What follows belongs to an exercise in optimizing a design on an open flow for small area, a short achievable clock period and few clock cycles per item; a production flow would make more cautious choices.
RTL that was checked went through simulation tests only; none was proved equivalent to the original.
For runs 2 and 3, only the layout was checked, not whether the RTL still works.

<file path="design/flow/config.mk">
export PLATFORM = sky130hd
export DESIGN_NAME = arctan
export DESIGN_NICKNAME = arctan
export VERILOG_FILES = /design/flow/design.v
export SDC_FILE = /design/flow/constraint.sdc
export NUM_CORES = 4
export LEC_CHECK = 0
export ABC_AREA = 1
export CAP_MARGIN = 20
export CORE_MARGIN = 2
export CORE_UTILIZATION = 45
export CTS_CLUSTER_DIAMETER = 70
export CTS_CLUSTER_SIZE = 40
export PLACE_DENSITY = 0.65
export SETUP_SLACK_MARGIN = 2.5
export SLEW_MARGIN = 20
</file>
<file path="design/flow/constraint.sdc">
create_clock -name core_clock -period 5.0 [get_ports {s00_axis_aclk}]
set_input_delay 1.0000 -clock core_clock [delete_from_list [all_inputs] [get_ports {s00_axis_aclk}]]
set_output_delay 1.0000 -clock core_clock [all_outputs]
set_load 0.01 [all_outputs]
</file>
<file path="design/flow/design.v">
module arctan #
	(
		parameter integer C_S00_AXIS_TDATA_WIDTH	= 32,
		parameter integer C_M00_AXIS_TDATA_WIDTH	= 32,
    parameter integer ITERATIONS = 16
	)
	(
		input wire  s00_axis_aclk, s00_axis_aresetn,
		input wire  s00_axis_tlast, s00_axis_tvalid,
		input wire [C_S00_AXIS_TDATA_WIDTH-1 : 0] s00_axis_tdata,
		input wire [(C_S00_AXIS_TDATA_WIDTH/8)-1: 0] s00_axis_tstrb,
		output logic  s00_axis_tready,
		input wire  m00_axis_aclk, m00_axis_aresetn,
		input wire  m00_axis_tready,
		output logic  m00_axis_tvalid, m00_axis_tlast,
		output logic [C_M00_AXIS_TDATA_WIDTH-1 : 0] m00_axis_tdata,
		output logic [(C_M00_AXIS_TDATA_WIDTH/8)-1: 0] m00_axis_tstrb
	);
  logic sv;   
  logic ov;   
  wire adv = ~sv;
  logic rdy;   
  assign s00_axis_tready = rdy;
  wire signed [15:0] x_in = s00_axis_tdata[15:0];
  wire signed [15:0] y_in = s00_axis_tdata[31:16];
  logic s0_v;
  logic [4:0] s0_side;
  logic signed [15:0] s0_x, s0_y;
  logic [1:0] s0_q;
  logic s1_v;
  logic [4:0] s1_side;
  logic signed [15:0] s1_x, s1_y;
  logic [1:0] s1_q;
  logic [0:0] s1_b;
  logic s2_v;
  logic [4:0] s2_side;
  logic signed [15:0] s2_x, s2_y;
  logic [1:0] s2_q;
  logic [1:0] s2_b;
  logic s3_v;
  logic [4:0] s3_side;
  logic signed [15:0] s3_x, s3_y;
  logic [1:0] s3_q;
  logic [2:0] s3_b;
  logic s4_v;
  logic [4:0] s4_side;
  logic signed [15:0] s4_x, s4_y;
  logic [1:0] s4_q;
  logic [3:0] s4_b;
  logic s5_v;
  logic [4:0] s5_side;
  logic signed [15:0] s5_x, s5_y;
  logic [1:0] s5_q;
  logic [4:0] s5_b;
  logic s6_v;
  logic [4:0] s6_side;
  logic signed [15:0] s6_x, s6_y;
  logic [1:0] s6_q;
  logic [5:0] s6_b;
  logic s7_v;
  logic [4:0] s7_side;
  logic signed [15:0] s7_x, s7_y;
  logic [1:0] s7_q;
  logic [6:0] s7_b;
  logic s8_v;
  logic [4:0] s8_side;
  logic signed [15:0] s8_x, s8_y;
  logic [1:0] s8_q;
  logic [7:0] s8_b;
  logic s9_v;
  logic [4:0] s9_side;
  logic signed [15:0] s9_x, s9_y;
  logic [1:0] s9_q;
  logic [8:0] s9_b;
  logic s10_v;
  logic [4:0] s10_side;
  logic signed [15:0] s10_x, s10_y;
  logic [1:0] s10_q;
  logic [9:0] s10_b;
  logic s11_v;
  logic [4:0] s11_side;
  logic signed [15:0] s11_x, s11_y;
  logic [1:0] s11_q;
  logic [10:0] s11_b;
  logic s12_v;
  logic [4:0] s12_side;
  logic signed [15:0] s12_x, s12_y;
  logic [1:0] s12_q;
  logic [11:0] s12_b;
  logic s13_v;
  logic [4:0] s13_side;
  logic signed [15:0] s13_x, s13_y;
  logic [3:0] s13_kpc;
  logic signed [18:0] s13_kk;
  logic [1:0] s13_q;
  logic [12:0] s13_b;
  logic s14_v;
  logic [4:0] s14_side;
  logic signed [18:0] s14_r;
  logic signed [4:0] s14_pc;
  logic [1:0] s14_bl;
  wire c0_neg = x_in[15];
  wire c0_yneg = y_in[15];
  logic signed [15:0] c0_xf, c0_yf;
  assign c0_xf = (x_in ^ {16{c0_neg}}) + 16'(c0_neg);
  assign c0_yf = (y_in ^ {16{c0_neg}}) + 16'(c0_neg);
  always_ff @(posedge s00_axis_aclk) begin
    if (s00_axis_aresetn == 1'b0) s0_v <= 1'b0;
    else if (adv) s0_v <= s00_axis_tvalid;
  end
  always_ff @(posedge s00_axis_aclk) begin
    if (adv) begin
      s0_x <= c0_xf;
      s0_y <= c0_yf;
      s0_q <= {c0_neg, c0_yneg};
      s0_side <= {s00_axis_tlast, s00_axis_tstrb};
    end
  end
  wire c1_d0 = ~s0_y[15];   
  logic signed [15:0] c1_x1, c1_y1;
  logic signed [15:0] c1_x1_op;
  assign c1_x1_op = (s0_y >>> 0);
  logic [16:0] c1_x1_s;
  assign c1_x1_s = {s0_x, 1'b1} + {c1_x1_op ^ {16{~c1_d0}}, ~c1_d0};
  assign c1_x1 = c1_x1_s[16:1];
  logic signed [15:0] c1_y1_op;
  assign c1_y1_op = (s0_x >>> 0);
  logic [16:0] c1_y1_s;
  assign c1_y1_s = {s0_y, 1'b1} + {c1_y1_op ^ {16{c1_d0}}, c1_d0};
  assign c1_y1 = c1_y1_s[16:1];
  logic [0:0] c1_b;
  assign c1_b = {c1_d0};
  always_ff @(posedge s00_axis_aclk) begin
    if (s00_axis_aresetn == 1'b0) s1_v <= 1'b0;
    else if (adv) s1_v <= s0_v;
  end
  always_ff @(posedge s00_axis_aclk) begin
    if (adv) begin
      s1_x <= c1_x1;
      s1_y <= c1_y1;
      s1_q <= s0_q;
      s1_b <= c1_b;
      s1_side <= s0_side;
    end
  end
  wire c2_d1 = ~s1_y[15];   
  logic signed [15:0] c2_x2, c2_y2;
  logic signed [15:0] c2_x2_op;
  assign c2_x2_op = (s1_y >>> 1);
  logic [16:0] c2_x2_s;
  assign c2_x2_s = {s1_x, 1'b1} + {c2_x2_op ^ {16{~c2_d1}}, ~c2_d1};
  assign c2_x2 = c2_x2_s[16:1];
  logic signed [15:0] c2_y2_op;
  assign c2_y2_op = (s1_x >>> 1);
  logic [16:0] c2_y2_s;
  assign c2_y2_s = {s1_y, 1'b1} + {c2_y2_op ^ {16{c2_d1}}, c2_d1};
  assign c2_y2 = c2_y2_s[16:1];
  logic [1:0] c2_b;
  assign c2_b = {c2_d1, s1_b};
  always_ff @(posedge s00_axis_aclk) begin
    if (s00_axis_aresetn == 1'b0) s2_v <= 1'b0;
    else if (adv) s2_v <= s1_v;
  end
  always_ff @(posedge s00_axis_aclk) begin
    if (adv) begin
      s2_x <= c2_x2;
      s2_y <= c2_y2;
      s2_q <= s1_q;
      s2_b <= c2_b;
      s2_side <= s1_side;
    end
  end
  wire c3_d2 = ~s2_y[15];   
  logic signed [15:0] c3_x3, c3_y3;
  logic signed [15:0] c3_x3_op;
  assign c3_x3_op = (s2_y >>> 2);
  logic [16:0] c3_x3_s;
  assign c3_x3_s = {s2_x, 1'b1} + {c3_x3_op ^ {16{~c3_d2}}, ~c3_d2};
  assign c3_x3 = c3_x3_s[16:1];
  logic signed [15:0] c3_y3_op;
  assign c3_y3_op = (s2_x >>> 2);
  logic [16:0] c3_y3_s;
  assign c3_y3_s = {s2_y, 1'b1} + {c3_y3_op ^ {16{c3_d2}}, c3_d2};
  assign c3_y3 = c3_y3_s[16:1];
  logic [2:0] c3_b;
  assign c3_b = {c3_d2, s2_b};
  always_ff @(posedge s00_axis_aclk) begin
    if (s00_axis_aresetn == 1'b0) s3_v <= 1'b0;
    else if (adv) s3_v <= s2_v;
  end
  always_ff @(posedge s00_axis_aclk) begin
    if (adv) begin
      s3_x <= c3_x3;
      s3_y <= c3_y3;
      s3_q <= s2_q;
      s3_b <= c3_b;
      s3_side <= s2_side;
    end
  end
  wire c4_d3 = ~s3_y[15];   
  logic signed [15:0] c4_x4, c4_y4;
  logic signed [15:0] c4_x4_op;
  assign c4_x4_op = (s3_y >>> 3);
  logic [16:0] c4_x4_s;
  assign c4_x4_s = {s3_x, 1'b1} + {c4_x4_op ^ {16{~c4_d3}}, ~c4_d3};
  assign c4_x4 = c4_x4_s[16:1];
  logic signed [15:0] c4_y4_op;
  assign c4_y4_op = (s3_x >>> 3);
  logic [16:0] c4_y4_s;
  assign c4_y4_s = {s3_y, 1'b1} + {c4_y4_op ^ {16{c4_d3}}, c4_d3};
  assign c4_y4 = c4_y4_s[16:1];
  logic [3:0] c4_b;
  assign c4_b = {c4_d3, s3_b};
  always_ff @(posedge s00_axis_aclk) begin
    if (s00_axis_aresetn == 1'b0) s4_v <= 1'b0;
    else if (adv) s4_v <= s3_v;
  end
  always_ff @(posedge s00_axis_aclk) begin
    if (adv) begin
      s4_x <= c4_x4;
      s4_y <= c4_y4;
      s4_q <= s3_q;
      s4_b <= c4_b;
      s4_side <= s3_side;
    end
  end
  wire c5_d4 = ~s4_y[15];   
  logic signed [15:0] c5_x5, c5_y5;
  logic signed [15:0] c5_x5_op;
  assign c5_x5_op = (s4_y >>> 4);
  logic [16:0] c5_x5_s;
  assign c5_x5_s = {s4_x, 1'b1} + {c5_x5_op ^ {16{~c5_d4}}, ~c5_d4};
  assign c5_x5 = c5_x5_s[16:1];
  logic signed [15:0] c5_y5_op;
  assign c5_y5_op = (s4_x >>> 4);
  logic [16:0] c5_y5_s;
  assign c5_y5_s = {s4_y, 1'b1} + {c5_y5_op ^ {16{c5_d4}}, c5_d4};
  assign c5_y5 = c5_y5_s[16:1];
  logic [4:0] c5_b;
  assign c5_b = {c5_d4, s4_b};
  always_ff @(posedge s00_axis_aclk) begin
    if (s00_axis_aresetn == 1'b0) s5_v <= 1'b0;
    else if (adv) s5_v <= s4_v;
  end
  always_ff @(posedge s00_axis_aclk) begin
    if (adv) begin
      s5_x <= c5_x5;
      s5_y <= c5_y5;
      s5_q <= s4_q;
      s5_b <= c5_b;
      s5_side <= s4_side;
    end
  end
  wire c6_d5 = ~s5_y[15];   
  logic signed [15:0] c6_x6, c6_y6;
  logic signed [15:0] c6_x6_op;
  assign c6_x6_op = (s5_y >>> 5);
  logic [16:0] c6_x6_s;
  assign c6_x6_s = {s5_x, 1'b1} + {c6_x6_op ^ {16{~c6_d5}}, ~c6_d5};
  assign c6_x6 = c6_x6_s[16:1];
  logic signed [15:0] c6_y6_op;
  assign c6_y6_op = (s5_x >>> 5);
  logic [16:0] c6_y6_s;
  assign c6_y6_s = {s5_y, 1'b1} + {c6_y6_op ^ {16{c6_d5}}, c6_d5};
  assign c6_y6 = c6_y6_s[16:1];
  logic [5:0] c6_b;
  assign c6_b = {c6_d5, s5_b};
  always_ff @(posedge s00_axis_aclk) begin
    if (s00_axis_aresetn == 1'b0) s6_v <= 1'b0;
    else if (adv) s6_v <= s5_v;
  end
  always_ff @(posedge s00_axis_aclk) begin
    if (adv) begin
      s6_x <= c6_x6;
      s6_y <= c6_y6;
      s6_q <= s5_q;
      s6_b <= c6_b;
      s6_side <= s5_side;
    end
  end
  wire c7_d6 = ~s6_y[15];   
  logic signed [15:0] c7_x7, c7_y7;
  logic signed [15:0] c7_x7_op;
  assign c7_x7_op = (s6_y >>> 6);
  logic [16:0] c7_x7_s;
  assign c7_x7_s = {s6_x, 1'b1} + {c7_x7_op ^ {16{~c7_d6}}, ~c7_d6};
  assign c7_x7 = c7_x7_s[16:1];
  logic signed [15:0] c7_y7_op;
  assign c7_y7_op = (s6_x >>> 6);
  logic [16:0] c7_y7_s;
  assign c7_y7_s = {s6_y, 1'b1} + {c7_y7_op ^ {16{c7_d6}}, c7_d6};
  assign c7_y7 = c7_y7_s[16:1];
  logic [6:0] c7_b;
  assign c7_b = {c7_d6, s6_b};
  always_ff @(posedge s00_axis_aclk) begin
    if (s00_axis_aresetn == 1'b0) s7_v <= 1'b0;
    else if (adv) s7_v <= s6_v;
  end
  always_ff @(posedge s00_axis_aclk) begin
    if (adv) begin
      s7_x <= c7_x7;
      s7_y <= c7_y7;
      s7_q <= s6_q;
      s7_b <= c7_b;
      s7_side <= s6_side;
    end
  end
  wire c8_d7 = ~s7_y[15];   
  logic signed [15:0] c8_x8, c8_y8;
  logic signed [15:0] c8_x8_op;
  assign c8_x8_op = (s7_y >>> 7);
  logic [16:0] c8_x8_s;
  assign c8_x8_s = {s7_x, 1'b1} + {c8_x8_op ^ {16{~c8_d7}}, ~c8_d7};
  assign c8_x8 = c8_x8_s[16:1];
  logic signed [15:0] c8_y8_op;
  assign c8_y8_op = (s7_x >>> 7);
  logic [16:0] c8_y8_s;
  assign c8_y8_s = {s7_y, 1'b1} + {c8_y8_op ^ {16{c8_d7}}, c8_d7};
  assign c8_y8 = c8_y8_s[16:1];
  logic [7:0] c8_b;
  assign c8_b = {c8_d7, s7_b};
  always_ff @(posedge s00_axis_aclk) begin
    if (s00_axis_aresetn == 1'b0) s8_v <= 1'b0;
    else if (adv) s8_v <= s7_v;
  end
  always_ff @(posedge s00_axis_aclk) begin
    if (adv) begin
      s8_x <= c8_x8;
      s8_y <= c8_y8;
      s8_q <= s7_q;
      s8_b <= c8_b;
      s8_side <= s7_side;
    end
  end
  wire c9_d8 = ~s8_y[15];   
  logic signed [15:0] c9_x9, c9_y9;
  logic signed [15:0] c9_x9_op;
  assign c9_x9_op = (s8_y >>> 8);
  logic [16:0] c9_x9_s;
  assign c9_x9_s = {s8_x, 1'b1} + {c9_x9_op ^ {16{~c9_d8}}, ~c9_d8};
  assign c9_x9 = c9_x9_s[16:1];
  logic signed [15:0] c9_y9_op;
  assign c9_y9_op = (s8_x >>> 8);
  logic [16:0] c9_y9_s;
  assign c9_y9_s = {s8_y, 1'b1} + {c9_y9_op ^ {16{c9_d8}}, c9_d8};
  assign c9_y9 = c9_y9_s[16:1];
  logic [8:0] c9_b;
  assign c9_b = {c9_d8, s8_b};
  always_ff @(posedge s00_axis_aclk) begin
    if (s00_axis_aresetn == 1'b0) s9_v <= 1'b0;
    else if (adv) s9_v <= s8_v;
  end
  always_ff @(posedge s00_axis_aclk) begin
    if (adv) begin
      s9_x <= c9_x9;
      s9_y <= c9_y9;
      s9_q <= s8_q;
      s9_b <= c9_b;
      s9_side <= s8_side;
    end
  end
  wire c10_d9 = ~s9_y[15];   
  logic signed [15:0] c10_x10, c10_y10;
  logic signed [15:0] c10_x10_op;
  assign c10_x10_op = (s9_y >>> 9);
  logic [16:0] c10_x10_s;
  assign c10_x10_s = {s9_x, 1'b1} + {c10_x10_op ^ {16{~c10_d9}}, ~c10_d9};
  assign c10_x10 = c10_x10_s[16:1];
  logic signed [15:0] c10_y10_op;
  assign c10_y10_op = (s9_x >>> 9);
  logic [16:0] c10_y10_s;
  assign c10_y10_s = {s9_y, 1'b1} + {c10_y10_op ^ {16{c10_d9}}, c10_d9};
  assign c10_y10 = c10_y10_s[16:1];
  logic [9:0] c10_b;
  assign c10_b = {c10_d9, s9_b};
  always_ff @(posedge s00_axis_aclk) begin
    if (s00_axis_aresetn == 1'b0) s10_v <= 1'b0;
    else if (adv) s10_v <= s9_v;
  end
  always_ff @(posedge s00_axis_aclk) begin
    if (adv) begin
      s10_x <= c10_x10;
      s10_y <= c10_y10;
      s10_q <= s9_q;
      s10_b <= c10_b;
      s10_side <= s9_side;
    end
  end
  wire c11_d10 = ~s10_y[15];   
  logic signed [15:0] c11_x11, c11_y11;
  logic signed [15:0] c11_x11_op;
  assign c11_x11_op = (s10_y >>> 10);
  logic [16:0] c11_x11_s;
  assign c11_x11_s = {s10_x, 1'b1} + {c11_x11_op ^ {16{~c11_d10}}, ~c11_d10};
  assign c11_x11 = c11_x11_s[16:1];
  logic signed [15:0] c11_y11_op;
  assign c11_y11_op = (s10_x >>> 10);
  logic [16:0] c11_y11_s;
  assign c11_y11_s = {s10_y, 1'b1} + {c11_y11_op ^ {16{c11_d10}}, c11_d10};
  assign c11_y11 = c11_y11_s[16:1];
  logic [10:0] c11_b;
  assign c11_b = {c11_d10, s10_b};
  always_ff @(posedge s00_axis_aclk) begin
    if (s00_axis_aresetn == 1'b0) s11_v <= 1'b0;
    else if (adv) s11_v <= s10_v;
  end
  always_ff @(posedge s00_axis_aclk) begin
    if (adv) begin
      s11_x <= c11_x11;
      s11_y <= c11_y11;
      s11_q <= s10_q;
      s11_b <= c11_b;
      s11_side <= s10_side;
    end
  end
  wire c12_d11 = ~s11_y[15];   
  logic signed [15:0] c12_x12, c12_y12;
  logic signed [15:0] c12_x12_op;
  assign c12_x12_op = (s11_y >>> 11);
  logic [16:0] c12_x12_s;
  assign c12_x12_s = {s11_x, 1'b1} + {c12_x12_op ^ {16{~c12_d11}}, ~c12_d11};
  assign c12_x12 = c12_x12_s[16:1];
  logic signed [15:0] c12_y12_op;
  assign c12_y12_op = (s11_x >>> 11);
  logic [16:0] c12_y12_s;
  assign c12_y12_s = {s11_y, 1'b1} + {c12_y12_op ^ {16{c12_d11}}, c12_d11};
  assign c12_y12 = c12_y12_s[16:1];
  logic [11:0] c12_b;
  assign c12_b = {c12_d11, s11_b};
  always_ff @(posedge s00_axis_aclk) begin
    if (s00_axis_aresetn == 1'b0) s12_v <= 1'b0;
    else if (adv) s12_v <= s11_v;
  end
  always_ff @(posedge s00_axis_aclk) begin
    if (adv) begin
      s12_x <= c12_x12;
      s12_y <= c12_y12;
      s12_q <= s11_q;
      s12_b <= c12_b;
      s12_side <= s11_side;
    end
  end
  wire c13_d12 = ~s12_y[15];   
  logic signed [15:0] c13_x13, c13_y13;
  logic signed [15:0] c13_x13_op;
  assign c13_x13_op = (s12_y >>> 12);
  logic [16:0] c13_x13_s;
  assign c13_x13_s = {s12_x, 1'b1} + {c13_x13_op ^ {16{~c13_d12}}, ~c13_d12};
  assign c13_x13 = c13_x13_s[16:1];
  logic signed [15:0] c13_y13_op;
  assign c13_y13_op = (s12_x >>> 12);
  logic [16:0] c13_y13_s;
  assign c13_y13_s = {s12_y, 1'b1} + {c13_y13_op ^ {16{c13_d12}}, c13_d12};
  assign c13_y13 = c13_y13_s[16:1];
  logic signed [18:0] c13_k, c13_k0, c13_k1, c13_k2;
  assign c13_k0 = (s12_b[4] ? (s12_b[3] ? (s12_b[2] ? (s12_b[1] ? (s12_b[0] ? 19'sd53037 : 19'sd1567) : (s12_b[0] ? 19'sd22653 : -19'sd28817)) : (s12_b[1] ? (s12_b[0] ? 19'sd36983 : -19'sd14487) : (s12_b[0] ? 19'sd6599 : -19'sd44871))) : (s12_b[2] ? (s12_b[1] ? (s12_b[0] ? 19'sd44889 : -19'sd6581) : (s12_b[0] ? 19'sd14505 : -19'sd36965)) : (s12_b[1] ? (s12_b[0] ? 19'sd28835 : -19'sd22635) : (s12_b[0] ? -19'sd1549 : -19'sd53019)))) : (s12_b[3] ? (s12_b[2] ? (s12_b[1] ? (s12_b[0] ? 19'sd48947 : -19'sd2523) : (s12_b[0] ? 19'sd18563 : -19'sd32907)) : (s12_b[1] ? (s12_b[0] ? 19'sd32893 : -19'sd18577) : (s12_b[0] ? 19'sd2509 : -19'sd48961))) : (s12_b[2] ? (s12_b[1] ? (s12_b[0] ? 19'sd40799 : -19'sd10671) : (s12_b[0] ? 19'sd10415 : -19'sd41055)) : (s12_b[1] ? (s12_b[0] ? 19'sd24745 : -19'sd26725) : (s12_b[0] ? -19'sd5639 : -19'sd57109)))));
  assign c13_k1 = (s12_b[4] ? (s12_b[3] ? (s12_b[2] ? (s12_b[1] ? (s12_b[0] ? 19'sd155980 : 19'sd104510) : (s12_b[0] ? 19'sd125596 : 19'sd74126)) : (s12_b[1] ? (s12_b[0] ? 19'sd139926 : 19'sd88456) : (s12_b[0] ? 19'sd109542 : 19'sd58072))) : (s12_b[2] ? (s12_b[1] ? (s12_b[0] ? 19'sd147832 : 19'sd96362) : (s12_b[0] ? 19'sd117448 : 19'sd65978)) : (s12_b[1] ? (s12_b[0] ? 19'sd131778 : 19'sd80308) : (s12_b[0] ? 19'sd101394 : 19'sd49924)))) : (s12_b[3] ? (s12_b[2] ? (s12_b[1] ? (s12_b[0] ? 19'sd151890 : 19'sd100420) : (s12_b[0] ? 19'sd121506 : 19'sd70036)) : (s12_b[1] ? (s12_b[0] ? 19'sd135836 : 19'sd84366) : (s12_b[0] ? 19'sd105452 : 19'sd53982))) : (s12_b[2] ? (s12_b[1] ? (s12_b[0] ? 19'sd143742 : 19'sd92272) : (s12_b[0] ? 19'sd113358 : 19'sd61888)) : (s12_b[1] ? (s12_b[0] ? 19'sd127688 : 19'sd76218) : (s12_b[0] ? 19'sd97304 : 19'sd45834)))));
  assign c13_k2 = (s12_b[4] ? (s12_b[3] ? (s12_b[2] ? (s12_b[1] ? (s12_b[0] ? -19'sd49906 : -19'sd101376) : (s12_b[0] ? -19'sd80290 : -19'sd131760)) : (s12_b[1] ? (s12_b[0] ? -19'sd65960 : -19'sd117430) : (s12_b[0] ? -19'sd96344 : -19'sd147814))) : (s12_b[2] ? (s12_b[1] ? (s12_b[0] ? -19'sd58054 : -19'sd109524) : (s12_b[0] ? -19'sd88438 : -19'sd139908)) : (s12_b[1] ? (s12_b[0] ? -19'sd74108 : -19'sd125578) : (s12_b[0] ? -19'sd104492 : -19'sd155962)))) : (s12_b[3] ? (s12_b[2] ? (s12_b[1] ? (s12_b[0] ? -19'sd53996 : -19'sd105466) : (s12_b[0] ? -19'sd84380 : -19'sd135850)) : (s12_b[1] ? (s12_b[0] ? -19'sd70050 : -19'sd121520) : (s12_b[0] ? -19'sd100434 : -19'sd151904))) : (s12_b[2] ? (s12_b[1] ? (s12_b[0] ? -19'sd62144 : -19'sd113614) : (s12_b[0] ? -19'sd92528 : -19'sd143998)) : (s12_b[1] ? (s12_b[0] ? -19'sd78198 : -19'sd129668) : (s12_b[0] ? -19'sd108582 : -19'sd160052)))));
  assign c13_k = s12_q[1] ? (s12_q[0] ? c13_k2 : c13_k1) : c13_k0;
  logic [12:0] c13_bp;
  assign c13_bp = {~s12_y[15], s12_b};
  logic [3:0] c13_pc;
  assign c13_pc = (c13_bp[12] ? (c13_bp[11] ? (c13_bp[10] ? (c13_bp[9] ? (c13_bp[8] ? (c13_bp[7] ? (c13_bp[6] ? (c13_bp[5] ? 4'd8 : 4'd7) : (c13_bp[5] ? 4'd7 : 4'd6)) : (c13_bp[6] ? (c13_bp[5] ? 4'd7 : 4'd6) : (c13_bp[5] ? 4'd6 : 4'd5))) : (c13_bp[7] ? (c13_bp[6] ? (c13_bp[5] ? 4'd7 : 4'd6) : (c13_bp[5] ? 4'd6 : 4'd5)) : (c13_bp[6] ? (c13_bp[5] ? 4'd6 : 4'd5) : (c13_bp[5] ? 4'd5 : 4'd4)))) : (c13_bp[8] ? (c13_bp[7] ? (c13_bp[6] ? (c13_bp[5] ? 4'd7 : 4'd6) : (c13_bp[5] ? 4'd6 : 4'd5)) : (c13_bp[6] ? (c13_bp[5] ? 4'd6 : 4'd5) : (c13_bp[5] ? 4'd5 : 4'd4))) : (c13_bp[7] ? (c13_bp[6] ? (c13_bp[5] ? 4'd6 : 4'd5) : (c13_bp[5] ? 4'd5 : 4'd4)) : (c13_bp[6] ? (c13_bp[5] ? 4'd5 : 4'd4) : (c13_bp[5] ? 4'd4 : 4'd3))))) : (c13_bp[9] ? (c13_bp[8] ? (c13_bp[7] ? (c13_bp[6] ? (c13_bp[5] ? 4'd7 : 4'd6) : (c13_bp[5] ? 4'd6 : 4'd5)) : (c13_bp[6] ? (c13_bp[5] ? 4'd6 : 4'd5) : (c13_bp[5] ? 4'd5 : 4'd4))) : (c13_bp[7] ? (c13_bp[6] ? (c13_bp[5] ? 4'd6 : 4'd5) : (c13_bp[5] ? 4'd5 : 4'd4)) : (c13_bp[6] ? (c13_bp[5] ? 4'd5 : 4'd4) : (c13_bp[5] ? 4'd4 : 4'd3)))) : (c13_bp[8] ? (c13_bp[7] ? (c13_bp[6] ? (c13_bp[5] ? 4'd6 : 4'd5) : (c13_bp[5] ? 4'd5 : 4'd4)) : (c13_bp[6] ? (c13_bp[5] ? 4'd5 : 4'd4) : (c13_bp[5] ? 4'd4 : 4'd3))) : (c13_bp[7] ? (c13_bp[6] ? (c13_bp[5] ? 4'd5 : 4'd4) : (c13_bp[5] ? 4'd4 : 4'd3)) : (c13_bp[6] ? (c13_bp[5] ? 4'd4 : 4'd3) : (c13_bp[5] ? 4'd3 : 4'd2)))))) : (c13_bp[10] ? (c13_bp[9] ? (c13_bp[8] ? (c13_bp[7] ? (c13_bp[6] ? (c13_bp[5] ? 4'd7 : 4'd6) : (c13_bp[5] ? 4'd6 : 4'd5)) : (c13_bp[6] ? (c13_bp[5] ? 4'd6 : 4'd5) : (c13_bp[5] ? 4'd5 : 4'd4))) : (c13_bp[7] ? (c13_bp[6] ? (c13_bp[5] ? 4'd6 : 4'd5) : (c13_bp[5] ? 4'd5 : 4'd4)) : (c13_bp[6] ? (c13_bp[5] ? 4'd5 : 4'd4) : (c13_bp[5] ? 4'd4 : 4'd3)))) : (c13_bp[8] ? (c13_bp[7] ? (c13_bp[6] ? (c13_bp[5] ? 4'd6 : 4'd5) : (c13_bp[5] ? 4'd5 : 4'd4)) : (c13_bp[6] ? (c13_bp[5] ? 4'd5 : 4'd4) : (c13_bp[5] ? 4'd4 : 4'd3))) : (c13_bp[7] ? (c13_bp[6] ? (c13_bp[5] ? 4'd5 : 4'd4) : (c13_bp[5] ? 4'd4 : 4'd3)) : (c13_bp[6] ? (c13_bp[5] ? 4'd4 : 4'd3) : (c13_bp[5] ? 4'd3 : 4'd2))))) : (c13_bp[9] ? (c13_bp[8] ? (c13_bp[7] ? (c13_bp[6] ? (c13_bp[5] ? 4'd6 : 4'd5) : (c13_bp[5] ? 4'd5 : 4'd4)) : (c13_bp[6] ? (c13_bp[5] ? 4'd5 : 4'd4) : (c13_bp[5] ? 4'd4 : 4'd3))) : (c13_bp[7] ? (c13_bp[6] ? (c13_bp[5] ? 4'd5 : 4'd4) : (c13_bp[5] ? 4'd4 : 4'd3)) : (c13_bp[6] ? (c13_bp[5] ? 4'd4 : 4'd3) : (c13_bp[5] ? 4'd3 : 4'd2)))) : (c13_bp[8] ? (c13_bp[7] ? (c13_bp[6] ? (c13_bp[5] ? 4'd5 : 4'd4) : (c13_bp[5] ? 4'd4 : 4'd3)) : (c13_bp[6] ? (c13_bp[5] ? 4'd4 : 4'd3) : (c13_bp[5] ? 4'd3 : 4'd2))) : (c13_bp[7] ? (c13_bp[6] ? (c13_bp[5] ? 4'd4 : 4'd3) : (c13_bp[5] ? 4'd3 : 4'd2)) : (c13_bp[6] ? (c13_bp[5] ? 4'd3 : 4'd2) : (c13_bp[5] ? 4'd2 : 4'd1))))))) : (c13_bp[11] ? (c13_bp[10] ? (c13_bp[9] ? (c13_bp[8] ? (c13_bp[7] ? (c13_bp[6] ? (c13_bp[5] ? 4'd7 : 4'd6) : (c13_bp[5] ? 4'd6 : 4'd5)) : (c13_bp[6] ? (c13_bp[5] ? 4'd6 : 4'd5) : (c13_bp[5] ? 4'd5 : 4'd4))) : (c13_bp[7] ? (c13_bp[6] ? (c13_bp[5] ? 4'd6 : 4'd5) : (c13_bp[5] ? 4'd5 : 4'd4)) : (c13_bp[6] ? (c13_bp[5] ? 4'd5 : 4'd4) : (c13_bp[5] ? 4'd4 : 4'd3)))) : (c13_bp[8] ? (c13_bp[7] ? (c13_bp[6] ? (c13_bp[5] ? 4'd6 : 4'd5) : (c13_bp[5] ? 4'd5 : 4'd4)) : (c13_bp[6] ? (c13_bp[5] ? 4'd5 : 4'd4) : (c13_bp[5] ? 4'd4 : 4'd3))) : (c13_bp[7] ? (c13_bp[6] ? (c13_bp[5] ? 4'd5 : 4'd4) : (c13_bp[5] ? 4'd4 : 4'd3)) : (c13_bp[6] ? (c13_bp[5] ? 4'd4 : 4'd3) : (c13_bp[5] ? 4'd3 : 4'd2))))) : (c13_bp[9] ? (c13_bp[8] ? (c13_bp[7] ? (c13_bp[6] ? (c13_bp[5] ? 4'd6 : 4'd5) : (c13_bp[5] ? 4'd5 : 4'd4)) : (c13_bp[6] ? (c13_bp[5] ? 4'd5 : 4'd4) : (c13_bp[5] ? 4'd4 : 4'd3))) : (c13_bp[7] ? (c13_bp[6] ? (c13_bp[5] ? 4'd5 : 4'd4) : (c13_bp[5] ? 4'd4 : 4'd3)) : (c13_bp[6] ? (c13_bp[5] ? 4'd4 : 4'd3) : (c13_bp[5] ? 4'd3 : 4'd2)))) : (c13_bp[8] ? (c13_bp[7] ? (c13_bp[6] ? (c13_bp[5] ? 4'd5 : 4'd4) : (c13_bp[5] ? 4'd4 : 4'd3)) : (c13_bp[6] ? (c13_bp[5] ? 4'd4 : 4'd3) : (c13_bp[5] ? 4'd3 : 4'd2))) : (c13_bp[7] ? (c13_bp[6] ? (c13_bp[5] ? 4'd4 : 4'd3) : (c13_bp[5] ? 4'd3 : 4'd2)) : (c13_bp[6] ? (c13_bp[5] ? 4'd3 : 4'd2) : (c13_bp[5] ? 4'd2 : 4'd1)))))) : (c13_bp[10] ? (c13_bp[9] ? (c13_bp[8] ? (c13_bp[7] ? (c13_bp[6] ? (c13_bp[5] ? 4'd6 : 4'd5) : (c13_bp[5] ? 4'd5 : 4'd4)) : (c13_bp[6] ? (c13_bp[5] ? 4'd5 : 4'd4) : (c13_bp[5] ? 4'd4 : 4'd3))) : (c13_bp[7] ? (c13_bp[6] ? (c13_bp[5] ? 4'd5 : 4'd4) : (c13_bp[5] ? 4'd4 : 4'd3)) : (c13_bp[6] ? (c13_bp[5] ? 4'd4 : 4'd3) : (c13_bp[5] ? 4'd3 : 4'd2)))) : (c13_bp[8] ? (c13_bp[7] ? (c13_bp[6] ? (c13_bp[5] ? 4'd5 : 4'd4) : (c13_bp[5] ? 4'd4 : 4'd3)) : (c13_bp[6] ? (c13_bp[5] ? 4'd4 : 4'd3) : (c13_bp[5] ? 4'd3 : 4'd2))) : (c13_bp[7] ? (c13_bp[6] ? (c13_bp[5] ? 4'd4 : 4'd3) : (c13_bp[5] ? 4'd3 : 4'd2)) : (c13_bp[6] ? (c13_bp[5] ? 4'd3 : 4'd2) : (c13_bp[5] ? 4'd2 : 4'd1))))) : (c13_bp[9] ? (c13_bp[8] ? (c13_bp[7] ? (c13_bp[6] ? (c13_bp[5] ? 4'd5 : 4'd4) : (c13_bp[5] ? 4'd4 : 4'd3)) : (c13_bp[6] ? (c13_bp[5] ? 4'd4 : 4'd3) : (c13_bp[5] ? 4'd3 : 4'd2))) : (c13_bp[7] ? (c13_bp[6] ? (c13_bp[5] ? 4'd4 : 4'd3) : (c13_bp[5] ? 4'd3 : 4'd2)) : (c13_bp[6] ? (c13_bp[5] ? 4'd3 : 4'd2) : (c13_bp[5] ? 4'd2 : 4'd1)))) : (c13_bp[8] ? (c13_bp[7] ? (c13_bp[6] ? (c13_bp[5] ? 4'd4 : 4'd3) : (c13_bp[5] ? 4'd3 : 4'd2)) : (c13_bp[6] ? (c13_bp[5] ? 4'd3 : 4'd2) : (c13_bp[5] ? 4'd2 : 4'd1))) : (c13_bp[7] ? (c13_bp[6] ? (c13_bp[5] ? 4'd3 : 4'd2) : (c13_bp[5] ? 4'd2 : 4'd1)) : (c13_bp[6] ? (c13_bp[5] ? 4'd2 : 4'd1) : (c13_bp[5] ? 4'd1 : 4'd0))))))));
  logic [12:0] c13_b;
  assign c13_b = {c13_d12, s12_b};
  always_ff @(posedge s00_axis_aclk) begin
    if (s00_axis_aresetn == 1'b0) s13_v <= 1'b0;
    else if (adv) s13_v <= s12_v;
  end
  always_ff @(posedge s00_axis_aclk) begin
    if (adv) begin
      s13_x <= c13_x13;
      s13_y <= c13_y13;
      s13_kpc <= c13_pc;
      s13_kk <= c13_k;
      s13_q <= s12_q;
      s13_b <= c13_b;
      s13_side <= s12_side;
    end
  end
  wire c14_d13 = ~s13_y[15];   
  logic signed [15:0] c14_y14;
  logic signed [15:0] c14_y14_op;
  assign c14_y14_op = (s13_x >>> 13);
  logic [16:0] c14_y14_s;
  assign c14_y14_s = {s13_y, 1'b1} + {c14_y14_op ^ {16{c14_d13}}, c14_d13};
  assign c14_y14 = c14_y14_s[16:1];
  wire c14_d14 = ~c14_y14[15];   
  logic signed [18:0] c14_k;
  assign c14_k = s13_kk;
  logic [18:0] c14_bv;
  assign c14_bv = {1'b0, 1'b0, 1'b0, 1'b0, 1'b0, 1'b0, 1'b0, s13_b[5], s13_b[6], s13_b[7], s13_b[8], s13_b[9], s13_b[10], s13_b[11], s13_b[12], 1'b0, 1'b0, 1'b0, 1'b0};
  logic signed [18:0] c14_r;
  logic [8:0] c14_lo;
  assign c14_lo = {1'b0, c14_k[11:4]} + {1'b0, c14_bv[11:4]};
  logic [6:0] c14_h0, c14_h1;
  assign c14_h0 = c14_k[18:12];
  assign c14_h1 = c14_k[18:12] + 7'd1;
  assign c14_r = {c14_lo[8] ? c14_h1 : c14_h0, c14_lo[7:0], c14_k[3:0]};
  logic [3:0] c14_pc;
  assign c14_pc = s13_kpc;
  logic signed [4:0] c14_t;
  assign c14_t = {3'b000, ~s13_y[15], ~s13_y[15]} - {1'b0, c14_pc};
  logic [14:0] c14_b;
  assign c14_b = {c14_d14, c14_d13, s13_b};
  always_ff @(posedge s00_axis_aclk) begin
    if (s00_axis_aresetn == 1'b0) s14_v <= 1'b0;
    else if (adv) s14_v <= s13_v;
  end
  always_ff @(posedge s00_axis_aclk) begin
    if (adv) begin
      s14_r <= c14_r;
      s14_pc <= c14_t;
      s14_bl <= c14_b[14:13];
      s14_side <= s13_side;
    end
  end
  logic signed [18:0] c15_ph;
  logic [18:0] c15_su;
  assign c15_su = {s14_r[18:1], 1'b1} + {18'(s14_pc), s14_bl[1]};
  assign c15_ph = {c15_su[18:1], s14_r[0]};
      logic signed [18:0] o_ph;
      logic signed [18:0] k_ph;
      logic [4:0] o_side, k_side;
      wire push = adv & s14_v;
      wire load_o = m00_axis_tready | ~ov;
      always_ff @(posedge s00_axis_aclk) begin
        if (s00_axis_aresetn == 1'b0) begin
          ov <= 1'b0;
          sv <= 1'b0;
        end else if (load_o) begin
          ov <= sv | push;
          sv <= 1'b0;
        end else begin
          sv <= sv | push;
        end
      end
  always_ff @(posedge s00_axis_aclk) begin
    if (s00_axis_aresetn == 1'b0) rdy <= 1'b1;
    else if (load_o) rdy <= 1'b1;
    else rdy <= ~(sv | push);
  end
      always_ff @(posedge s00_axis_aclk) begin
        if (load_o) begin
          o_ph <= sv ? 19'(k_ph) : c15_ph;
          o_side <= sv ? k_side : s14_side;
        end
        if (adv) begin
          k_ph <= c15_ph;
          k_side <= s14_side;
        end
      end
      assign m00_axis_tvalid = ov;
  logic [3:0] o_sx;
  always_ff @(posedge s00_axis_aclk) begin
    o_sx[0] <= load_o ? (sv ? k_ph[18] : c15_ph[18]) : o_ph[18];
    for (int i = 1; i < 4; i++) o_sx[i] <= load_o ? (sv ? k_ph[18] : c15_ph[18]) : o_sx[i-1];
  end
  assign m00_axis_tdata = {o_sx[3], o_sx[3], o_sx[3], o_sx[2], o_sx[2], o_sx[2], o_sx[1], o_sx[1], o_sx[1], o_sx[0], o_sx[0], o_sx[0], o_sx[0], o_ph};
      assign m00_axis_tlast = o_side[4];
      assign m00_axis_tstrb = o_side[3:0];
    endmodule
</file>
<file path="design/flow/run.sh">
#!/bin/bash
# synth_recipe.tcl (not shown) runs the flow's synth.tcl, then flattens the netlist and writes it again
# the make line also repeats each setting of config.mk as NAME=value (left out here)
make -C /OpenROAD-flow-scripts/flow DESIGN_CONFIG=/design/flow/config.mk WORK_HOME=/design/flow/orfs CLKGATE_MAP_FILE= SYNTH_SCRIPT=/design/flow/synth_recipe.tcl finish
</file>
==> summary.txt, run 1 <==
STA
  – Post-route fraction of the period consumed by the critical path: 50.26%
  – Setup TNS: 0 ps
  – RSZ-0062 raised after global routing: yes
  – Tightest hold margin: 410.7 ps
  – Max-slew headroom: 44.86%
  – Transition time of the tightest slew-check pin: 827.1 ps
  – Clock period minus final worst setup slack: 2513 ps
  – Max Clk Rate: 0.3979 GHz
  – Final hold violation count: 0
  – Final-report setup violation count: 0
  – Count of final max-slew check failures: 0
  – Fin Clk Skew: 36.79 ps

Drt
  – Length of routed met2 wiring: 47930 um
  – Number of violations reported at the end of detailed-routing iteration 0: 2072
  – Via count: 32510
  – Final routed DRC violation total: 0
  – Antenna Nets Post-Route: 0
  – Number of iterations in the first detailed-routing pass: 6
  – Total routed wire length on the met1 layer: 45100 um
  – Routed wirelength normalized by instance count: 15.71 um
  – Detail Route met3 WL: 3337 um
  – Vias/cell: 5.154
  – Total Wirelength: 99110 um
  – Max Used Layer: met5

Cells and area
  – Utilization after layout: 52.40%
  – Area of all placed cells without fillers: 52550 sq um
  – Number of cells in the finished layout apart from fillers: 6307
  – NumNets Final: 5331
  – Share of cells above drive strength 1: 10.48%
  – Total inserted antenna cells: 0
  – Layout overhead on the synthesized area: 15.12%
  – Fill cell instance count of the final layout: 8942

Floorplanning
  – Core Footprint: 100300 sq um
  – Row count: 116
  – DIE WIDTH: 322.5 um
  – Die Ht: 322.5 um
  – Effective utilization at floorplan: 45.52%
  – I/O pin total: 82
  – Total Die Area: 104000 sq um

Placement
  – Gp weighted congestion: 0.8853
  – Number of cells in the design after placement: 6052
  – Placement-stage cell area: 48040 sq um
  – Number of I/O port buffers: 79
  – Estimated wirelength of the detail-placed design: 72650 um

Setup path
  – Critical path start-end classification: reg2reg
  – CP Data Arrival Time: 2940 ps
  – Highest net fanout along the worst path: 4
  – Element type at the critical path start: register
  – Capturing element type of the critical path: register
  – Required arrival time at the worst endpoint: 5430 ps

Logic synthesis
  – Ranking of synthesized cells by area: sky130_fd_sc_hd__edfxtp_1 (46%), sky130_fd_sc_hd__ha_1 (10%), sky130_fd_sc_hd__xor2_1 (7.9%), sky130_fd_sc_hd__nand2_1 (7.4%), sky130_fd_sc_hd__xnor2_1 (5.0%)
  – Number of storage elements in the synthesis netlist: 739
  – Netlist area before placement: 45650 sq um
  – Gate count of the mapped netlist: 4676
  – Library cell with the largest summed area after synthesis: sky130_fd_sc_hd__edfxtp_1
  – Ys Warns: 1
  – Yosys cell types: 62
  – Most used flip-flop cell after synthesis: sky130_fd_sc_hd__edfxtp_1
  – Post-synth EDFFs: 693
  – Top cells by count, synth: sky130_fd_sc_hd__nand2_1 (900), sky130_fd_sc_hd__edfxtp_1 (693), sky130_fd_sc_hd__xor2_1 (413)
  – Most used standard cell by instance count after synthesis: sky130_fd_sc_hd__nand2_1
  – Sequential cell area fraction in the yosys report: 47.60%
  – Syn nets: 5102
  – Post-synthesis average cell area: 9.763 sq um
  – Yosys top cell area share: 45.58%
  – Synth async-reset ratio: 0%

Flow run
  – Maximum capacitance violations: 0

CTS
  – TritonCTS clock tree: built
  – Hold buffers post-CTS: 0
  – Total CTS buffers: 53
  – Htree depth: 2
  – Clock latency on the worst-skew pair: 680 ps
  – Maximum clock insertion buffer count: 3
  – TritonCTS Sinks: 739
  – Clock slew at reported path FFs: 100 ps
  – Clock tree root buffer cell: sky130_fd_sc_hd__clkbuf_16

Global routing
  – Total global-route track usage: 18.45%
  – Number of global-route vias before repair: 30660
  – Antenna violations before repair: 1
  – Global-route congestion overflow total: 0
  – Global-route wire length before repair: 156000 um
  – Largest net degree at the start of global routing: 158

Hold path
  – Class of the worst hold path: reg2reg

Outcome
  – Result of the run: timing/DRC/antenna clean
==> state kept, by name (all words and copies together), names as in the netlist, 19 cells and up <==
name,count
s13_kk,19
o_ph,19
s14_r,19
k_ph,19
==> timing repair <==
item                                    CTS  global route
endpoints found under the setup margin  295           180
buffers inserted                         49           102
resized for setup                        95           289
gates cloned                              0             4
pin swaps                                 8           135
==> worst max-delay path, cell delays in order (launching register included) <==
cell and delay [ps]:
sky130_fd_sc_hd__edfxtp_1 480, sky130_fd_sc_hd__buf_6 170, sky130_fd_sc_hd__buf_6 110, sky130_fd_sc_hd__xor2_1 150, sky130_fd_sc_hd__ha_1 380, sky130_fd_sc_hd__nand2_2 110, sky130_fd_sc_hd__o21ai_1 130, sky130_fd_sc_hd__nand2_1 70
sky130_fd_sc_hd__o211ai_1 170, sky130_fd_sc_hd__nand2_1 150, sky130_fd_sc_hd__nor2_4 160, sky130_fd_sc_hd__nand2_1 60, sky130_fd_sc_hd__nand2_1 50, sky130_fd_sc_hd__nand2_1 60
==> worst paths after layout <==
kind                 start        end  slack [ps]  depth (start not counted)
setup / recovery  s9_y[15]  s10_x[15]        2490                         13
hold / removal    s11_b[0]   s12_b[0]         410                          0
setup reg to reg  s9_y[15]  s10_x[15]        2490                         13
hold reg to reg   s11_b[0]   s12_b[0]         410                          0
==> metrics by stage <==
| step | setup WS, ps |
|---|---|
| floorplan | 2396 |
| global placement | 1777 |
| detailed placement | 1697 |
| CTS | 2438 |
| global route | 2333 |
| finish | 2487 |
==> metal layers <==
metal	vias up	global-route usage [%]
met5	-	0
met4	2	5.763
met3	145	1.946
met2	549	31.36
met1	15190	24.75
li1	16620	-
==> final cells by class <==
cell class                      instances  area [sq um]  share of cell area, %
Clock buffer                           55          1355                  2.578
Clock inverter                         45         703.2                  1.338
Inverter                              396          1518                  2.888
Multi-Input combinational cell       3467         23250                  44.23
Sequential cell                       739         21730                  41.35
Tap cell                             1357          1698                  3.231
Timing Repair Buffer                  248          2301                  4.378
==> logic make-up (layout without fill, tap and decap cells) <==
kind of cell | Yosys count | count (layout) | synth area share (%)
DFF | 739 | 739 | 47.60
buffers and inverters | 471 | 744 | 4.103
and+or+nand+nor | 1569 | 1569 | 14.28
xor gates and xnor gates | 681 | 682 | 13.22
AOI/OAI and AO/OA | 832 | 832 | 10.18
muxes | 1 | 1 | 0.02467
adders and majority gates | 383 | 383 | 10.58
==> layout by cell type (no fill, tap or decap), drive strengths merged, types with 3 or more instances in the layout <==
cell type and count:
dfxtp 46, dlygate4sd2 39, o21ai 265, a21boi 25, o211ai 14, clkinv 20, xnor2 261, nand3b 12
o31ai 30, xor2 421, nand4 26, or2 9, nand2 901, fa 5, edfxtp 693, o21a 13
nand3 237, a31oi 8, inv 416, buf 167, clkdlybuf4s50 39, o22ai 4, nor3 74, clkbuf 58
nor2 291, o21bai 13, ha 378, nor4 5, a21oi 376, a21o 66, and2 6, o221ai 7
clkinvlp 3
Testbench counts, summed over its fixed seeds: cycles 16,128, items 16,000.
==> inputs of run 2 (changes only) <==
--- a/design/flow/design.v
+++ b/design/flow/design.v
@@ -551,12 +551,12 @@
         end
       end
       assign m00_axis_tvalid = ov;
-  logic [3:0] o_sx;
+  logic [12:0] o_sx;
   always_ff @(posedge s00_axis_aclk) begin
     o_sx[0] <= load_o ? (sv ? k_ph[18] : c15_ph[18]) : o_ph[18];
-    for (int i = 1; i < 4; i++) o_sx[i] <= load_o ? (sv ? k_ph[18] : c15_ph[18]) : o_sx[i-1];
+    for (int i = 1; i < 13; i++) o_sx[i] <= load_o ? (sv ? k_ph[18] : c15_ph[18]) : o_sx[i-1];
   end
-  assign m00_axis_tdata = {o_sx[3], o_sx[3], o_sx[3], o_sx[2], o_sx[2], o_sx[2], o_sx[1], o_sx[1], o_sx[1], o_sx[0], o_sx[0], o_sx[0], o_sx[0], o_ph};
+  assign m00_axis_tdata = {o_sx, o_ph};
       assign m00_axis_tlast = o_side[4];
       assign m00_axis_tstrb = o_side[3:0];
     endmodule
--- a/design/flow/config.mk
+++ b/design/flow/config.mk
@@ -8,9 +8,6 @@
 export ABC_AREA = 1
 export CAP_MARGIN = 20
 export CORE_MARGIN = 2
-export CORE_UTILIZATION = 45
-export CTS_CLUSTER_DIAMETER = 70
-export CTS_CLUSTER_SIZE = 40
-export PLACE_DENSITY = 0.65
+export CORE_UTILIZATION = 40
 export SETUP_SLACK_MARGIN = 2.5
 export SLEW_MARGIN = 20
==> summary.txt, run 2 <==
Setup path
  – Capturing element type of the critical path: register (unchanged)
  – Count of buffer and inverter cells on the critical path: 3 (was 2)
  – CP Data Arrival Time: 2910 ps (was 2940 ps)
  – Critical path start-end classification: reg2reg (unchanged)
  – Capturing point of the worst reg2reg path: s7_x[13] (was s10_x[15])
  – Element type at the critical path start: register (unchanged)
  – Source of the worst register-to-register timing path: s6_y[15] (was s9_y[15])
  – Critical path startpoint: s6_y[15] (was s9_y[15])
  – Highest net fanout along the worst path: 9 (was 4)
  – Crit-path cells: buf_12, buf_12, buf_6, xor2_1, ha_1, nand2_2, nor2_4, nand2_1, o211ai_1, nand2_1, xnor2_2 (was buf_6, buf_6, xor2_1, ha_1, nand2_2, o21ai_1, nand2_1, o211ai_1, nand2_1, nor2_4, nand2_1, nand2_1, nand2_1)
  – Cell with the biggest individual delay on the critical path: sky130_fd_sc_hd__edfxtp_1 (unchanged)
  – Maximum single-stage delay on the critical path: 410 ps (was 480 ps)
  – Number of cells on the worst reg-to-reg path: 11 (was 13)
  – Family with the most delay on the worst path: simple AND/OR/NAND/NOR gates (unchanged)
  – Required arrival time at the worst endpoint: 5420 ps (was 5430 ps)
  – Register-to-Register Setup Slack: 2510 ps (was 2490 ps)
  – Cell depth of the worst setup path: 11 (was 13)

Logic synthesis
  – Most used flip-flop cell after synthesis: sky130_fd_sc_hd__edfxtp_1 (unchanged)
  – Netlist area before placement: 45640 sq um (was 45650 sq um)
  – Library cell with the largest summed area after synthesis: sky130_fd_sc_hd__edfxtp_1 (unchanged)
  – Sequential cell area fraction in the yosys report: 48.07% (was 47.60%)
  – Top cells by count, synth: sky130_fd_sc_hd__nand2_1 (1021), sky130_fd_sc_hd__edfxtp_1 (694), sky130_fd_sc_hd__inv_1 (418) (was sky130_fd_sc_hd__nand2_1 (900), sky130_fd_sc_hd__edfxtp_1 (693), sky130_fd_sc_hd__xor2_1 (413))
  – Number of storage elements in the synthesis netlist: 749 (was 739)
  – Yosys cell types: 59 (was 62)
  – Yosys top cell area share: 45.66% (was 45.58%)
  – Gate count of the mapped netlist: 4706 (was 4676)
  – Ranking of synthesized cells by area: sky130_fd_sc_hd__edfxtp_1 (46%), sky130_fd_sc_hd__ha_1 (10%), sky130_fd_sc_hd__nand2_1 (8.4%), sky130_fd_sc_hd__xor2_1 (7.3%), sky130_fd_sc_hd__xnor2_1 (5.4%) (was sky130_fd_sc_hd__edfxtp_1 (46%), sky130_fd_sc_hd__ha_1 (10%), sky130_fd_sc_hd__xor2_1 (7.9%), sky130_fd_sc_hd__nand2_1 (7.4%), sky130_fd_sc_hd__xnor2_1 (5.0%))
  – Synth async-reset ratio: 0% (unchanged)
  – Most used standard cell by instance count after synthesis: sky130_fd_sc_hd__nand2_1 (unchanged)
  – Ys Warns: 1 (unchanged)
  – Post-synth EDFFs: 694 (was 693)
  – Post-synthesis average cell area: 9.699 sq um (was 9.763 sq um)
  – Syn nets: 5132 (was 5102)

Drt
  – Total Wirelength: 100300 um (was 99110 um)
  – Number of iterations in the first detailed-routing pass: 6 (unchanged)
  – Antenna Nets Post-Route: 0 (unchanged)
  – Via count: 32440 (was 32510)
  – Number of violations reported at the end of detailed-routing iteration 0: 1761 (was 2072)
  – Final routed DRC violation total: 0 (unchanged)
  – Vias/cell: 4.968 (was 5.154)
  – Routed wirelength normalized by instance count: 15.36 um (was 15.71 um)

STA
  – Post-route fraction of the period consumed by the critical path: 49.87% (was 50.26%)
  – Max Clk Rate: 0.4010 GHz (was 0.3979 GHz)
  – Max-slew headroom: 44.58% (was 44.86%)
  – Count of final max-slew check failures: 0 (unchanged)
  – Fin Clk Skew: 44.51 ps (was 36.79 ps)
  – Setup TNS: 0 ps (unchanged)
  – Transition time of the tightest slew-check pin: 831.3 ps (was 827.1 ps)
  – Final hold violation count: 0 (unchanged)
  – Final-report setup violation count: 0 (unchanged)
  – Clock period minus final worst setup slack: 2494 ps (was 2513 ps)
  – RSZ-0062 raised after global routing: yes (unchanged)
  – Least setup slack across all paths after layout: 2506 ps (was 2487 ps)
  – Tightest hold margin: 396.2 ps (was 410.7 ps)

Floorplanning
  – Die Ht: 341.8 um (was 322.5 um)
  – I/O pin total: 82 (unchanged)
  – Row count: 123 (was 116)
  – Total Die Area: 116800 sq um (was 104000 sq um)
  – DIE WIDTH: 341.8 um (was 322.5 um)
  – Effective utilization at floorplan: 40.46% (was 45.52%)
  – Core Footprint: 112800 sq um (was 100300 sq um)

Hold path
  – Number of cells on the worst hold path: 0 (unchanged)
  – Class of the worst hold path: reg2reg (unchanged)
  – Endpoint of the worst hold path: s5_q[0] (was s12_b[0])
  – Hold wc startpoint: s4_q[0] (was s11_b[0])

Placement
  – Number of cells in the design after placement: 6237 (was 6052)
  – Estimated wirelength of the detail-placed design: 73650 um (was 72650 um)
  – Number of I/O port buffers: 79 (unchanged)
  – Gp weighted congestion: 0.8814 (was 0.8853)
  – Pre-CTS worst setup slack: 1337 ps (was 1697 ps)

Cells and area
  – Fill cell instance count of the final layout: 10340 (was 8942)
  – Total inserted antenna cells: 0 (unchanged)
  – Share of cells above drive strength 1: 12.13% (was 10.48%)
  – Layout overhead on the synthesized area: 17.65% (was 15.12%)
  – Area of combinational cells with multiple inputs: 23200 sq um (was 23250 sq um)
  – Most common cell after layout, fill and taps aside: sky130_fd_sc_hd__nand2_1 (unchanged)
  – Area taken by flip-flops and latches: 21940 sq um (was 21730 sq um)
  – Number of cells in the finished layout apart from fillers: 6530 (was 6307)
  – Most used cells in the layout excluding fill and tap cells: sky130_fd_sc_hd__nand2_1 (984), sky130_fd_sc_hd__edfxtp_1 (694), sky130_fd_sc_hd__inv_1 (417) (was sky130_fd_sc_hd__nand2_1 (871), sky130_fd_sc_hd__edfxtp_1 (693), sky130_fd_sc_hd__xor2_1 (403))
  – NumNets Final: 5385 (was 5331)

CTS
  – Total CTS buffers: 87 (was 53)
  – Clock latency on the worst-skew pair: 680 ps (about the same)
  – Clock slew at reported path FFs: 60 ps (was 100 ps)
  – Htree depth: 3 (was 2)
  – TritonCTS clock tree: built (unchanged)
  – Maximum clock insertion buffer count: 3 (unchanged)
  – Clock tree root buffer cell: sky130_fd_sc_hd__clkbuf_16 (unchanged)
  – TritonCTS Sinks: 749 (was 739)

Outcome
  – Result of the run: timing/DRC/antenna clean (unchanged)

Global routing
  – Antenna violations before repair: 0 (was 1)
  – GR peak layer: met2 (unchanged)
  – Global-route wire length before repair: 159300 um (was 156000 um)
  – Global-route congestion overflow total: 0 (unchanged)
  – Number of global-route vias before repair: 30950 (was 30660)
  – Met1 global-route usage: 21.88% (was 24.75%)
  – Global routing met2 resource utilization: 29.03% (was 31.36%)
  – Met3 usage: 2.450% (was 1.946%)
  – Total global-route track usage: 16.76% (was 18.45%)
  – Largest net degree at the start of global routing: 122 (was 158)

Flow run
  – Maximum capacitance violations: 0 (unchanged)
-- run 2: cell type report --
type                            instances  area share [%]
Inverter                              423           3.008
Tap cell                             1500           3.495
Clock inverter                         54           1.184
Multi-Input combinational cell       3464           43.20
Timing Repair Buffer                  234           4.020
Clock buffer                          106           4.227
Sequential cell                       749           40.86
-- run 2: kinds of logic after synthesis --
logic type	Yosys count	synth area share [%]
XOR/XNOR	664	12.78
flip-flops	749	48.07
buffers and inverters	493	4.252
AO/OA/AOI/OAI	719	8.844
multiplexers	1	0.02467
adder cells (fa/ha/maj)	383	10.58
AND/OR/NAND/NOR	1697	15.44
-- run 2: per-stage QoR --
| step | instance area [sq um] | utilization (%) |
|---|---|---|
| floorplan | 45700 | - |
| detailed placement | 48190 | 42.72 |
| global route | 53700 | 47.60 |
| CTS | 51750 | 45.87 |
| global placement | 48190 | 42.72 |
| finish | 53700 | 47.60 |
-- run 2: worst max path at each step --
stage | endpoint | slack (ps)
final | s7_x[13] | 2510
after global routing | s7_x[13] | 2410
after CTS | s10_y[15] | 2450
after detailed placement | s0_x[14] | 1340
after global placement | s0_x[14] | 1340
after floorplan | o_ph[14] | 2290
-- run 2: per-layer routing --
metal | vias to the layer above | share of wire [%]
met5 | - | 0
met4 | 0 | 2.5
met3 | 146 | 3.6
met2 | 550 | 49
met1 | 15070 | 45
li1 | 16680 | -
-- run 2: timing repair --
item,CTS,global route
cloned,0,2
pin swaps,18,126
endpoints found under the setup margin,342,359
hold buffers,0,0
buffers inserted,52,79
resized for setup,109,344
==> inputs of run 3 (changes only) <==
--- a/design/flow/design.v
+++ b/design/flow/design.v
@@ -551,12 +551,12 @@
         end
       end
       assign m00_axis_tvalid = ov;
-  logic [12:0] o_sx;
+  logic [1:0] o_sx;
   always_ff @(posedge s00_axis_aclk) begin
     o_sx[0] <= load_o ? (sv ? k_ph[18] : c15_ph[18]) : o_ph[18];
-    for (int i = 1; i < 13; i++) o_sx[i] <= load_o ? (sv ? k_ph[18] : c15_ph[18]) : o_sx[i-1];
+    for (int i = 1; i < 2; i++) o_sx[i] <= load_o ? (sv ? k_ph[18] : c15_ph[18]) : o_sx[i-1];
   end
-  assign m00_axis_tdata = {o_sx, o_ph};
+  assign m00_axis_tdata = {o_sx[1], o_sx[1], o_sx[1], o_sx[1], o_sx[1], o_sx[1], o_sx[0], o_sx[0], o_sx[0], o_sx[0], o_sx[0], o_sx[0], o_sx[0], o_ph};
       assign m00_axis_tlast = o_side[4];
       assign m00_axis_tstrb = o_side[3:0];
     endmodule
--- a/design/flow/config.mk
+++ b/design/flow/config.mk
@@ -9,5 +9,7 @@
 export CAP_MARGIN = 20
 export CORE_MARGIN = 2
 export CORE_UTILIZATION = 40
+export CTS_CLUSTER_DIAMETER = 70
+export CTS_CLUSTER_SIZE = 40
 export SETUP_SLACK_MARGIN = 2.5
 export SLEW_MARGIN = 20
==> summary.txt, run 3 <==
Logic synthesis
  – Sequential cell area fraction in the yosys report: 47.32% (was 48.07%)
  – Simple-Gate Fraction of Synth Area: 14.60% (was 15.44%)
  – Ranking of synthesized cells by area: sky130_fd_sc_hd__edfxtp_1 (45%), sky130_fd_sc_hd__ha_1 (10%), sky130_fd_sc_hd__xor2_1 (8.0%), sky130_fd_sc_hd__nand2_1 (7.5%), sky130_fd_sc_hd__xnor2_1 (4.7%) (was sky130_fd_sc_hd__edfxtp_1 (46%), sky130_fd_sc_hd__ha_1 (10%), sky130_fd_sc_hd__nand2_1 (8.4%), sky130_fd_sc_hd__xor2_1 (7.3%), sky130_fd_sc_hd__xnor2_1 (5.4%))
  – Yosys top cell area share: 45.40% (was 45.66%)
  – Most used standard cell by instance count after synthesis: sky130_fd_sc_hd__nand2_1 (unchanged)
  – Syn nets: 5131 (was 5132)
  – Gate count of the mapped netlist: 4705 (was 4706)
  – Library cell with the largest summed area after synthesis: sky130_fd_sc_hd__edfxtp_1 (unchanged)
  – Top cells by count, synth: sky130_fd_sc_hd__nand2_1 (919), sky130_fd_sc_hd__edfxtp_1 (694), sky130_fd_sc_hd__xor2_1 (421) (was sky130_fd_sc_hd__nand2_1 (1021), sky130_fd_sc_hd__edfxtp_1 (694), sky130_fd_sc_hd__inv_1 (418))
  – Ys Warns: 1 (unchanged)
  – Area fraction in compound gates after synthesis: 10.06% (was 8.844%)
  – Post-synth EDFFs: 694 (unchanged)
  – Post-synthesis mux area share: 0% (was 0.02467%)
  – Number of storage elements in the synthesis netlist: 738 (was 749)
  – Dominant combinational cell family by area after synthesis: simple AND/OR/NAND/NOR gates (unchanged)

Cells and area
  – NumNets Final: 5308 (was 5385)
  – Most common cell after layout, fill and taps aside: sky130_fd_sc_hd__nand2_1 (unchanged)
  – Share of cells above drive strength 1: 8.310% (was 12.13%)
  – Most used cells in the layout excluding fill and tap cells: sky130_fd_sc_hd__nand2_1 (910), sky130_fd_sc_hd__edfxtp_1 (694), sky130_fd_sc_hd__xor2_1 (416) (was sky130_fd_sc_hd__nand2_1 (984), sky130_fd_sc_hd__edfxtp_1 (694), sky130_fd_sc_hd__inv_1 (417))
  – Area of all placed cells without fillers: 52290 sq um (was 53700 sq um)
  – Layout overhead on the synthesized area: 13.91% (was 17.65%)

Global routing
  – Number of global-route vias before repair: 30920 (was 30950)
  – Antenna violations before repair: 0 (unchanged)
  – Global-route congestion overflow total: 0 (unchanged)
  – Largest net degree at the start of global routing: 176 (was 122)
  – Total global-route track usage: 16.64% (was 16.76%)

STA
  – Count of final max-slew check failures: 0 (unchanged)
  – Max-slew headroom: 33.29% (was 44.58%)
  – Max Clk Rate: 0.4080 GHz (was 0.4010 GHz)
  – Clock period minus final worst setup slack: 2451 ps (was 2494 ps)
  – Final hold violation count: 0 (unchanged)
  – Least setup slack across all paths after layout: 2549 ps (was 2506 ps)
  – Setup TNS: 0 ps (unchanged)
  – Post-route fraction of the period consumed by the critical path: 49.02% (was 49.87%)
  – RSZ-0062 raised after global routing: yes (unchanged)
  – Tightest hold margin: 405.0 ps (was 396.2 ps)
  – Fin Clk Skew: 25.41 ps (was 44.51 ps)
  – Transition time of the tightest slew-check pin: 1001 ps (was 831.3 ps)

CTS
  – Clock slew at reported path FFs: 100 ps (was 60 ps)
  – TritonCTS clock tree: built (unchanged)
  – Maximum clock insertion buffer count: 3 (unchanged)
  – Clock latency on the worst-skew pair: 690 ps (was 680 ps)
  – Clock tree root buffer cell: sky130_fd_sc_hd__clkbuf_16 (unchanged)
  – TritonCTS Sinks: 738 (was 749)
  – Hold buffers post-CTS: 0 (unchanged)

Setup path
  – Required arrival time at the worst endpoint: 5460 ps (was 5420 ps)
  – Element type at the critical path start: register (unchanged)
  – Maximum single-stage delay on the critical path: 530 ps (was 410 ps)
  – Cell with the biggest individual delay on the critical path: sky130_fd_sc_hd__edfxtp_1 (unchanged)
  – CP Data Arrival Time: 2910 ps (about the same)
  – Crit-path cells: buf_4, xnor2_1, ha_1, nand2_1, o21ai_1, inv_1, o21ai_2, xor2_1 (was buf_12, buf_12, buf_6, xor2_1, ha_1, nand2_2, nor2_4, nand2_1, o211ai_1, nand2_1, xnor2_2)
  – Highest net fanout along the worst path: 7 (was 9)
  – Critical path start-end classification: reg2reg (unchanged)

Drt
  – Total Wirelength: 100100 um (was 100300 um)
  – Antenna Nets Post-Route: 0 (unchanged)
  – Number of violations reported at the end of detailed-routing iteration 0: 2090 (was 1761)
  – Final routed DRC violation total: 0 (unchanged)
  – Number of iterations in the first detailed-routing pass: 5 (was 6)

Floorplanning
  – Core Footprint: 114000 sq um (was 112800 sq um)
  – I/O pin total: 82 (unchanged)
  – Die Ht: 342.8 um (was 341.8 um)
  – Row count: 124 (was 123)

Hold path
  – Class of the worst hold path: reg2reg (unchanged)

Placement
  – Number of I/O port buffers: 79 (unchanged)
  – Gp weighted congestion: 0.8736 (was 0.8814)
  – Pre-CTS worst setup slack: 1636 ps (was 1337 ps)

Outcome
  – Result of the run: timing/DRC/antenna clean (unchanged)
==> run 3: changes by cell type after synthesis, moves of 11 or more <==
cell,before,now
sky130_fd_sc_hd__a21o_1,30,55
sky130_fd_sc_hd__a21oi_1,336,382
sky130_fd_sc_hd__a221oi_1,15,0
sky130_fd_sc_hd__dfxtp_1,55,44
sky130_fd_sc_hd__inv_1,418,394
sky130_fd_sc_hd__nand2_1,1021,919
sky130_fd_sc_hd__nand3_1,235,257
sky130_fd_sc_hd__nor2_1,290,270
sky130_fd_sc_hd__o21ai_0,205,244
sky130_fd_sc_hd__o31ai_1,4,28
sky130_fd_sc_hd__xnor2_1,282,247
sky130_fd_sc_hd__xor2_1,381,421
==> run 3: cells by family (layout without fill, tap and decap cells) <==
family	count (synthesis)	count (layout)
and+or+nand+nor	1598	1598
adders and majority gates	383	383
xor gates and xnor gates	680	682
buffers and inverters	476	703
DFF	738	738
AOI/OAI and AO/OA	830	830
==> run 3: cell type report <==
cell class / instances / area [sq um]
fill: 10750 / 61750
multi-input combinational: 3493 / 22990
sequential: 738 / 21720
tap: 1512 / 1892
timing repair buffer: 188 / 1799
clock buffer: 63 / 1544
inverter: 400 / 1529
clock inverter: 51 / 800.8
timing repair inverter: 1 / 11.26
==> run 3: worst paths after layout <==
kind / start / cells past startpoint / to / slack [ps]
worst max register to register: s7_y[15] / 8 / s8_y[7] / 2550
worst min-delay path: s10_side[1] / 0 / s11_side[1] / 400
worst max-delay path: s7_y[15] / 8 / s8_y[7] / 2550
worst min register to register: s10_side[1] / 0 / s11_side[1] / 400
==> run 3: repair_timing <==
action | CTS | global route
buffers inserted | 38 | 56
gates resized for setup | 80 | 186
cloned | 0 | 4
pin swaps | 2 | 61
endpoints found under the setup margin | 319 | 263
==> run 3: routing by layer <==
layer / up-vias / global-route usage (%) / routed length [um]
li1: 16630 / - / -
met1: 15080 / 22.43 / 46090
met2: 502 / 28.18 / 47930
met3: 142 / 1.878 / 3536
met4: 0 / 4.889 / 2528
met5: - / 0 / 0
==> run 3: critical path, delay by kind of cell, from the launching register on <==
family                   cells  cell delay, ps
adder cells (fa/ha/maj)      1             350
XOR/XNOR                     2             490
AND/OR/NAND/NOR              1              80
buffers and inverters        2             310
flip-flops                   1             530
AO/OA/AOI/OAI                2             450
==> run 3: stage by stage <==
step                utilization, %  std cells
floorplan                        -       4705
global placement             42.46       6234
detailed placement           42.46       6234
CTS                          44.88       6386
global route                 45.85       6446
finish                       45.85       6446

-- what the ideal ports hide --
Ports are ideal in the flow. The routed layouts listed here were re-timed in OpenROAD.
Step 1, drivers: a clkbuf_16 drives s00_axis_aclk and a buf_2 each remaining input, both assumed.
Step 2 moves the port delays by t, midway between the first and last clock arrival at a register: inputs arrive t later, outputs are due t later. That takes back most of the time a late clock gives input paths.
a / b / c = ideal / step 1 / step 2; a / b = the first two.
run | t (ns) | slack for setup (ns) | worst setup path at the end | clock arrival spread, ns
run 1 | 0.732 | 2.487 / 2.487 / 1.965 | input to register | 0.041 / 0.041
run 2 | 0.727 | 2.506 / 2.506 / 1.950 | input to register | 0.047 / 0.048
run 3 | 0.749 | 2.549 / 2.511 / 1.931 | input to register | 0.028 / 0.028
After both steps every run listed still meets setup and hold. For run 3, which loses most, drivers alone change the setup slack by -0.038 ns; drivers and shift together by -0.618 ns.
